This is an optimization exercise on Yosys and OpenROAD, whose aim is small area, not a production implementation. Power figures rest on the tool's default switching activity, not on a simulated workload.

// fp_adder_top
module fp_adder_top ( input  wire        clk,
                      input  wire [31:0] a,
                      input  wire [31:0] b,
                      output wire [31:0] s
                    );
clock: 15.0 ns
lec_check: 0
cap_margin: 10
core_margin: 2
core_utilization: 65
slew_margin: 10
synth_hierarchical: 1
synth_minimum_keep_size: 0
standard.sh (not shown) runs the stock make flow with config.mk's settings and CLKGATE_MAP_FILE= SYNTH_SCRIPT=/design/flow/synth_recipe.tcl, a recipe that flattens the netlist after the stock synthesis.
==> flow/flow/run.sh <==
#!/bin/bash
# Layout flow: the standard ORFS flow with two changes:
#  - synthesis maps logic with the ABC script in flow/abc_area.script (ABC_AREA=1),
#  - port buffers are sky130_fd_sc_hd__buf_1.
# Each tool's output stays in orfs/logs/; make's own output goes to flow_make.log.
set -euo pipefail
F=$(pwd)
mkdir -p "$F/scripts"
for f in "$FLOW_HOME"/scripts/*; do ln -sf "$f" "$F/scripts/"; done
rm -f "$F/scripts/abc_area.script"
cp "$F/flow/abc_area.script" "$F/scripts/abc_area.script"
EXTRA=$(cat "$F/flow/extra_make_args" 2>/dev/null || true)
sed "s#\"\${@:-finish}\"#SCRIPTS_DIR=$F/scripts ABC_AREA=1 BUFFER_PORTS_ARGS='-buffer_cell sky130_fd_sc_hd__buf_1' $EXTRA \"\${@:-finish}\"#" standard.sh > "$F/my_standard.sh"
bash "$F/my_standard.sh" > "$F/flow_make.log" 2>&1
==> flow/flow/abc_area.script <==
strash
&get -n
&st
&deepsyn -T 20
&nf -R 1000
&put
==> flow/flow/extra_make_args <==
ADDER_MAP_FILE=
The baseline died in clock tree synthesis (4_1_cts) on DPL-0038.
Rerun with:
==> flow/flow/abc_area.script (replaced) <==
strash
&get -n
&st
&dch -f
&nf -R 1000
&put
- CTS_BUF_LIST: not set -> sky130_fd_sc_hd__clkbuf_8
Now the flow finished clean.
Synthesized cell count grows by a little under a tenth.
Synthesized area grows by a little under a tenth.
No functional check of the RTL was part of any run of this note.

========
run 1:
The RTL this note starts from:
==> flow/design.v <==
module fp_adder_top ( input  wire        clk,
                      input  wire [31:0] a,
                      input  wire [31:0] b,
                      output wire [31:0] s
                    );
  reg  [31:0] a_q, b_q, s_q;
  wire [31:0] s_d;
  always @(posedge clk) begin
    a_q <= a;
    b_q <= b;
    s_q <= s_d;
  end
  fp_adder u_add ( .a(a_q), .b(b_q), .s(s_d) );
  assign s = s_q;
endmodule

module fp_adder ( input  wire [31:0] a ,
                  input  wire [31:0] b ,
                  output wire [31:0] s
                );
wire [7:0]  ea = a[30:23], eb = b[30:23];
wire        sub = a[31] ^ b[31];
wire        hx  = |ea | |eb;            
wire        hy  = |ea & |eb;            
wire        special = ~(|ea[7:1] | |eb[7:1]) & (ea[0] ^ eb[0]);
wire        ge = a[30:0] >= b[30:0];
wire [22:0] mxn, myn;
wire [7:0]  exn;
fpa_muxi #(.W(23)) u_mx (.a(a[22:0]), .b(b[22:0]), .s(ge), .sn(~ge), .y(mxn));
fpa_muxi #(.W(23)) u_my (.a(b[22:0]), .b(a[22:0]), .s(ge), .sn(~ge), .y(myn));
fpa_muxi #(.W(8))  u_ex (.a(ea), .b(eb), .s(ge), .sn(~ge), .y(exn));
wire [7:0]  ex = ~exn;
wire [7:0]  dab = ea - eb, dba = eb - ea;
wire [7:0]  d = ge ? dab : dba;
wire [4:0]  sh = special ? 5'd0 : (d[4:0] | {5{|d[7:5]}});
wire        sgn = ge ? a[31] : b[31];
wire [25:0] al;
wire        sticky;
fpa_align u_aln (.mn({~hy, myn}), .sh(sh), .q(al), .sticky(sticky));
wire [27:0] u;
fpa_addsub u_add (.hx(hx), .mxn(mxn), .al(al), .sticky(sticky), .sub(sub), .u(u));
wire [4:0]  t;
fpa_lzcap u_lzc (.u(u), .ex(ex), .sub(sub), .t(t));
wire [27:0] n1n;
fpa_norm u_nrm (.u(u), .t(t), .nn(n1n));
wire [30:0] em;
fpa_round u_rnd (.nn(n1n[27:1]), .ex(ex), .t(t), .em(em));
assign s = {sgn, em};
endmodule
module fpa_align ( input wire [23:0] mn, input wire [4:0] sh,
                   output wire [25:0] q, output wire sticky );
wire [4:0]  shn = ~sh;
wire [25:0] r1, r2n, r3, r4n;
fpa_sh #(.W(26), .S(1),  .INV(1), .ZL(2)) u_s1 (.d({mn, 2'b11}), .s(sh[0]), .sn(shn[0]), .q(r1));
fpa_sh #(.W(26), .S(2),  .INV(0), .ZL(1)) u_s2 (.d(r1),  .s(sh[1]), .sn(shn[1]), .q(r2n));
fpa_sh #(.W(26), .S(4),  .INV(1), .ZL(0)) u_s3 (.d(r2n), .s(sh[2]), .sn(shn[2]), .q(r3));
fpa_sh #(.W(26), .S(8),  .INV(0), .ZL(0)) u_s4 (.d(r3),  .s(sh[3]), .sn(shn[3]), .q(r4n));
fpa_sh #(.W(26), .S(16), .INV(1), .ZL(0)) u_s5 (.d(r4n), .s(sh[4]), .sn(shn[4]), .q(q));
assign sticky = (sh[1] & r1[1]) | (sh[2] & ~&r2n[3:0]) | (sh[3] & |r3[7:0]) | (sh[4] & ~&r4n[15:0]);
endmodule
module fpa_norm ( input wire [27:0] u, input wire [4:0] t, output wire [27:0] nn );
wire [4:0]  tn = ~t;
wire [27:0] l1n, l2, l3n, l4;
fpa_sh #(.W(28), .S(1),  .INV(0), .LEFT(1)) u_s1 (.d(u),   .s(t[0]), .sn(tn[0]), .q(l1n));
fpa_sh #(.W(28), .S(2),  .INV(1), .LEFT(1)) u_s2 (.d(l1n), .s(t[1]), .sn(tn[1]), .q(l2));
fpa_sh #(.W(28), .S(4),  .INV(0), .LEFT(1)) u_s3 (.d(l2),  .s(t[2]), .sn(tn[2]), .q(l3n));
fpa_sh #(.W(28), .S(8),  .INV(1), .LEFT(1)) u_s4 (.d(l3n), .s(t[3]), .sn(tn[3]), .q(l4));
fpa_sh #(.W(28), .S(16), .INV(0), .LEFT(1)) u_s5 (.d(l4),  .s(t[4]), .sn(tn[4]), .q(nn));
endmodule
module fpa_sh #(parameter W = 26, parameter S = 1, parameter INV = 0,
                parameter LEFT = 0, parameter ZL = 0)
               ( input wire [W-1:0] d, input wire s, input wire sn, output wire [W-1:0] q );
genvar i;
generate for (i = 0; i < W; i = i + 1) begin : g_b
  localparam integer J = LEFT ? i - S : i + S;
  localparam HAS1 = (J >= 0) && (J < W) && (J >= ZL);
  localparam HAS0 = (i >= ZL);
  if (HAS1 && HAS0) begin : g_m
    fpa_aoi22 u (.a1(d[J]), .a2(s), .b1(d[i]), .b2(sn), .y(q[i]));
  end else if (HAS0) begin : g_0
    if (INV == 0) begin : g_t
      fpa_nand2 u (.a(d[i]), .b(sn), .y(q[i]));
    end else begin : g_i
      fpa_nor2 u (.a(d[i]), .b(s), .y(q[i]));
    end
  end else if (HAS1) begin : g_1
    if (INV == 0) begin : g_t
      fpa_nand2 u (.a(d[J]), .b(s), .y(q[i]));
    end else begin : g_i
      fpa_nor2 u (.a(d[J]), .b(sn), .y(q[i]));
    end
  end else begin : g_c
    assign q[i] = (INV == 0);
  end
end endgenerate
endmodule
module fpa_muxi #(parameter W = 1)
                 ( input wire [W-1:0] a, input wire [W-1:0] b, input wire s, input wire sn,
                   output wire [W-1:0] y );
genvar i;
generate for (i = 0; i < W; i = i + 1) begin : g_b
  fpa_aoi22 u (.a1(a[i]), .a2(s), .b1(b[i]), .b2(sn), .y(y[i]));
end endgenerate
endmodule
module fpa_aoi22 ( input wire a1, input wire a2, input wire b1, input wire b2, output wire y );
assign y = ~((a1 & a2) | (b1 & b2));
endmodule
module fpa_nand2 ( input wire a, input wire b, output wire y );
assign y = ~(a & b);
endmodule
module fpa_nor2 ( input wire a, input wire b, output wire y );
assign y = ~(a | b);
endmodule
module fpa_addsub ( input wire hx, input wire [22:0] mxn, input wire [25:0] al,
                    input wire sticky, input wire sub,
                    output wire [27:0] u );
wire [27:0] aa = {1'b0, hx, ~mxn, 3'b000};
wire [27:0] bb = {1'b0, al, sticky} ^ {28{sub}};
wire [27:0] p = aa ^ bb, g = aa & bb;
wire [28:0] c;
assign c[0] = sub;
genvar i;
generate for (i = 0; i < 26; i = i + 2) begin : g_add
  assign u[i]   = p[i] ^ c[i];
  assign u[i+1] = p[i+1] ^ (g[i] | (p[i] & c[i]));
  assign c[i+2] = g[i+1] | (p[i+1] & g[i]) | (p[i+1] & p[i] & c[i]);
end endgenerate
assign u[26] = p[26] ^ c[26];
assign u[27] = (g[26] | (p[26] & c[26])) & ~sub;    
endmodule
module fpa_lzcap ( input wire [27:0] u, input wire [7:0] ex, input wire sub,
                   output wire [4:0] t );
reg  [4:0] lz;
integer k;
always @* begin
  lz = 5'd28;
  for (k = 0; k < 28; k = k + 1)
    if (u[k]) lz = 5'd27 - k;
end
wire [7:0] cap = (sub && ex != 8'd0) ? ex : 8'd1;
wire       le  = (|cap[7:5]) | ~(lz > cap[4:0]);
assign t = le ? lz : cap[4:0];
endmodule
module fpa_round ( input wire [26:0] nn, input wire [7:0] ex, input wire [4:0] t,
                   output wire [30:0] em );
wire [26:0] n = ~nn;
wire [22:0] m;
wire        r27;
wire [7:0]  e2 = ex + 8'd1 - t + r27;
assign em = {e2 & {8{n[26]}}, m};
wire rnd = n[2] & (n[1] | n[0] | n[3]);
wire [22:0] x = n[25:3];
wire [6:0]  gc;                         
assign gc[0] = rnd;
genvar i;
generate for (i = 0; i < 6; i = i + 1) begin : g_grp
  if (i < 5) begin : g_full
    assign gc[i+1] = gc[i] & (&x[4*i+3:4*i]);
  end else begin : g_last
    assign gc[i+1] = gc[i] & (&x[22:20]);
  end
end endgenerate
generate for (i = 0; i < 23; i = i + 1) begin : g_bit
  if ((i % 4) == 0) begin : g0
    assign m[i] = x[i] ^ gc[i/4];
  end else begin : g1
    assign m[i] = x[i] ^ (gc[i/4] & (&x[i-1:(i/4)*4]));
  end
end endgenerate
assign r27 = gc[6] & n[26];
endmodule
==> flow/config.mk <==
export PLATFORM = sky130hd
export DESIGN_NAME = fp_adder_top
export DESIGN_NICKNAME = fp_adder_top
export VERILOG_FILES = /design/flow/design.v
export SDC_FILE = /design/flow/constraint.sdc
export NUM_CORES = 4
export LEC_CHECK = 0
export CAP_MARGIN = 10
export CORE_MARGIN = 2
export CORE_UTILIZATION = 75
export SLEW_MARGIN = 10
export SYNTH_HIERARCHICAL = 1
export SYNTH_MINIMUM_KEEP_SIZE = 0
==> flow/constraint.sdc <==
create_clock -name core_clock -period 15.0 [get_ports {clk}]
set_input_delay 3.0000 -clock core_clock [delete_from_list [all_inputs] [get_ports {clk}]]
set_output_delay 3.0000 -clock core_clock [all_outputs]
set_load 0.01 [all_outputs]
==> flow/flow/abc_area.script <==
strash
&get -n
&st
&dch -f
&nf -R 1000
&put
Scripts as last shown in full above: flow/flow/run.sh, flow/flow/extra_make_args
Layout checks on run 1: not met. Flow itself completed; violations: negative setup slack.
What run 2 does differently from run 1 at the input level:
# run 1
export LEC_CHECK = 0
export CAP_MARGIN = 10
export CORE_MARGIN = 2
export CORE_UTILIZATION = 75
export SLEW_MARGIN = 10
export SYNTH_HIERARCHICAL = 1
export SYNTH_MINIMUM_KEEP_SIZE = 0
create_clock -name core_clock -period 15.0 [get_ports {clk}]
# run 2
export LEC_CHECK = 0
export CAP_MARGIN = 10
export CORE_MARGIN = 2
export CORE_UTILIZATION = 65
export SLEW_MARGIN = 10
export SYNTH_HIERARCHICAL = 1
export SYNTH_MINIMUM_KEEP_SIZE = 0
create_clock -name core_clock -period 15.0 [get_ports {clk}]
--- outcome ---
Of run 1 and run 2, only run 1 fails to finish with a clean layout. The layout from run 1, despite a flow that completed every stage, fails the layout checks, with the failing checks listed as negative setup slack. Looking at post-placement cell area across run 1 and run 2, the one that comes out lower is run 1. Run 2 ended up with a higher highest achievable clock rate than run 1 did. Relative to run 1, hold slack has decreased by 60 ps in run 2. Looking at cell type of the slowest stage on the worst timing path, the sky130_fd_sc_hd__or3_4 result is from run 2; the sky130_fd_sc_hd__dfxtp_1 one comes from run 1. The run showing the smaller global-route usage is run 2.
The following lists how run 3 was set up differently from run 2:
# run 2
export LEC_CHECK = 0
export CAP_MARGIN = 10
export CORE_MARGIN = 2
export CORE_UTILIZATION = 65
export SLEW_MARGIN = 10
export SYNTH_HIERARCHICAL = 1
export SYNTH_MINIMUM_KEEP_SIZE = 0
create_clock -name core_clock -period 15.0 [get_ports {clk}]
# run 3
export LEC_CHECK = 0
export CAP_MARGIN = 20
export CORE_MARGIN = 2
export CORE_UTILIZATION = 40
export SLEW_MARGIN = 20
export SYNTH_HIERARCHICAL = 1
export SYNTH_MINIMUM_KEEP_SIZE = 0
create_clock -name core_clock -period 15.0 [get_ports {clk}]
--- outcome ---
- Relative to run 2, leakage dissipation has increased by 0.67% in run 3.
- Re via count of the routed design: run 2 was higher than run 3.
- Sort run 3 and run 2 by setup slack, ascending, and run 2 comes first.
- Changes observed in run 3 relative to run 2: wire length reported by the detailed router shows a reduction of about 1%, area added between synthesis and finish shows an increase of 1.7 points, die area shows an increase of 0.0074 mm2, worst hold slack shows an increase of 8.5 ps, arrival time of data at the critical path endpoint shows a reduction of 250 ps.
For run 4, these inputs were changed with respect to run 3:
# run 3
export LEC_CHECK = 0
export CAP_MARGIN = 20
export CORE_MARGIN = 2
export CORE_UTILIZATION = 40
export SLEW_MARGIN = 20
export SYNTH_HIERARCHICAL = 1
export SYNTH_MINIMUM_KEEP_SIZE = 0
create_clock -name core_clock -period 15.0 [get_ports {clk}]
# run 4
export LEC_CHECK = 0
export CAP_MARGIN = 10
export CORE_MARGIN = 2
export CORE_UTILIZATION = 65
export CTS_BUF_LIST = sky130_fd_sc_hd__clkbuf_8
export SLEW_MARGIN = 10
export SYNTH_HIERARCHICAL = 1
export SYNTH_MINIMUM_KEEP_SIZE = 0
create_clock -name core_clock -period 15.0 [get_ports {clk}]
==> flow/flow/extra_make_args <==
ADDER_MAP_FILE= SYNTH_INSBUF=0
## What came out
- From run 3 to run 4 the numbers moved as follows: power per unit of standard cell area down 0.57%, die area down 0.0074 mm2.
- Average detailed-routed wire length per instance (run 4 / run 3): 1.07
Changes in run 5 relative to run 4:
# run 4
export LEC_CHECK = 0
export CAP_MARGIN = 10
export CORE_MARGIN = 2
export CORE_UTILIZATION = 65
export CTS_BUF_LIST = sky130_fd_sc_hd__clkbuf_8
export SLEW_MARGIN = 10
export SYNTH_HIERARCHICAL = 1
export SYNTH_MINIMUM_KEEP_SIZE = 0
create_clock -name core_clock -period 15.0 [get_ports {clk}]
# run 5
export LEC_CHECK = 0
export CAP_MARGIN = 5
export CORE_MARGIN = 2
export CORE_UTILIZATION = 55
export SLEW_MARGIN = 5
export SYNTH_HIERARCHICAL = 1
export SYNTH_MINIMUM_KEEP_SIZE = 0
create_clock -name core_clock -period 15.0 [get_ports {clk}]
==> flow/flow/extra_make_args <==
ADDER_MAP_FILE=
### Flow results
Compared run 5 vs run 4, and combinational power is up in run 5.
Relative to run 4, final standard cell area without fillers has gone up in run 5.
The synthesized cell count on run 5 is in line with that on run 4.
Re clock share of power: run 5 is 2.4 points up on run 4.
Taking run 5 over run 4, the floorplan die area ratio works out to 1.18.
Run 5: total power is 0.000090 W higher than what run 4 reported.
Run 5 has die boundary height above what run 4 had.
NOTE number of filler instances in the final layout run 4->run 5 increased by more than a quarter
Here is what was changed in the inputs of run 6 compared with run 5.
# run 5
export LEC_CHECK = 0
export CAP_MARGIN = 5
export CORE_MARGIN = 2
export CORE_UTILIZATION = 55
export SLEW_MARGIN = 5
export SYNTH_HIERARCHICAL = 1
export SYNTH_MINIMUM_KEEP_SIZE = 0
create_clock -name core_clock -period 15.0 [get_ports {clk}]
# run 6
export LEC_CHECK = 0
export CAP_MARGIN = 10
export CORE_MARGIN = 2
export CORE_UTILIZATION = 65
export CTS_BUF_LIST = sky130_fd_sc_hd__clkbuf_4 sky130_fd_sc_hd__clkbuf_8
export SLEW_MARGIN = 10
export SYNTH_HIERARCHICAL = 1
export SYNTH_MINIMUM_KEEP_SIZE = 0
create_clock -name core_clock -period 15.0 [get_ports {clk}]
- Having completed the whole flow, run 6 delivered a layout that passed the timing, design-rule and antenna checks.
- Max-slew headroom at the worst pin delta for run 6 relative to run 5: 1.1 points lower
- When run 6 is set beside run 5, its cell count after placement turns out to be about 3.7% smaller.
- Run 6 -> run 5: synthesized netlist cell count delta 0, exact match
No run of this note included a check of the RTL's function; only the layout flow was run.

## port drivers added, routing unchanged
The results above use ideal ports. As a check the final layouts listed here were re-extracted and re-timed, cells and wires unchanged.
Step 1: set_driving_cell puts a clkbuf_16 on clk and a buf_2 on each other input, an assumption about the parent block.
Step 2 moves the port delays by t, midway between the first and last clock arrival at a register: inputs arrive t later, outputs are due t later. That takes back most of the time a late clock gives input paths.
Slacks: no drivers / after step 1 / after step 2; pairs: no drivers / after step 1.
run	t (ns)	setup WS [ns]	slew at the worst register clock pin (ns)	pins driven straight from the clock port
the second run of note 1	0.415	0.873 / 0.873 / 0.873	0.09 / 0.09	1
run 1	0.460	-0.140 / -0.140 / -0.140	0.11 / 0.11	1
run 2	0.396	0.906 / 0.906 / 0.906	0.06 / 0.06	1
run 3	0.398	1.152 / 1.152 / 1.152	0.07 / 0.07	1
run 4	0.418	0.754 / 0.754 / 0.754	0.09 / 0.09	1
run 5	0.396	0.797 / 0.797 / 0.797	0.07 / 0.07	1
run 6	0.415	0.873 / 0.873 / 0.873	0.09 / 0.09	1
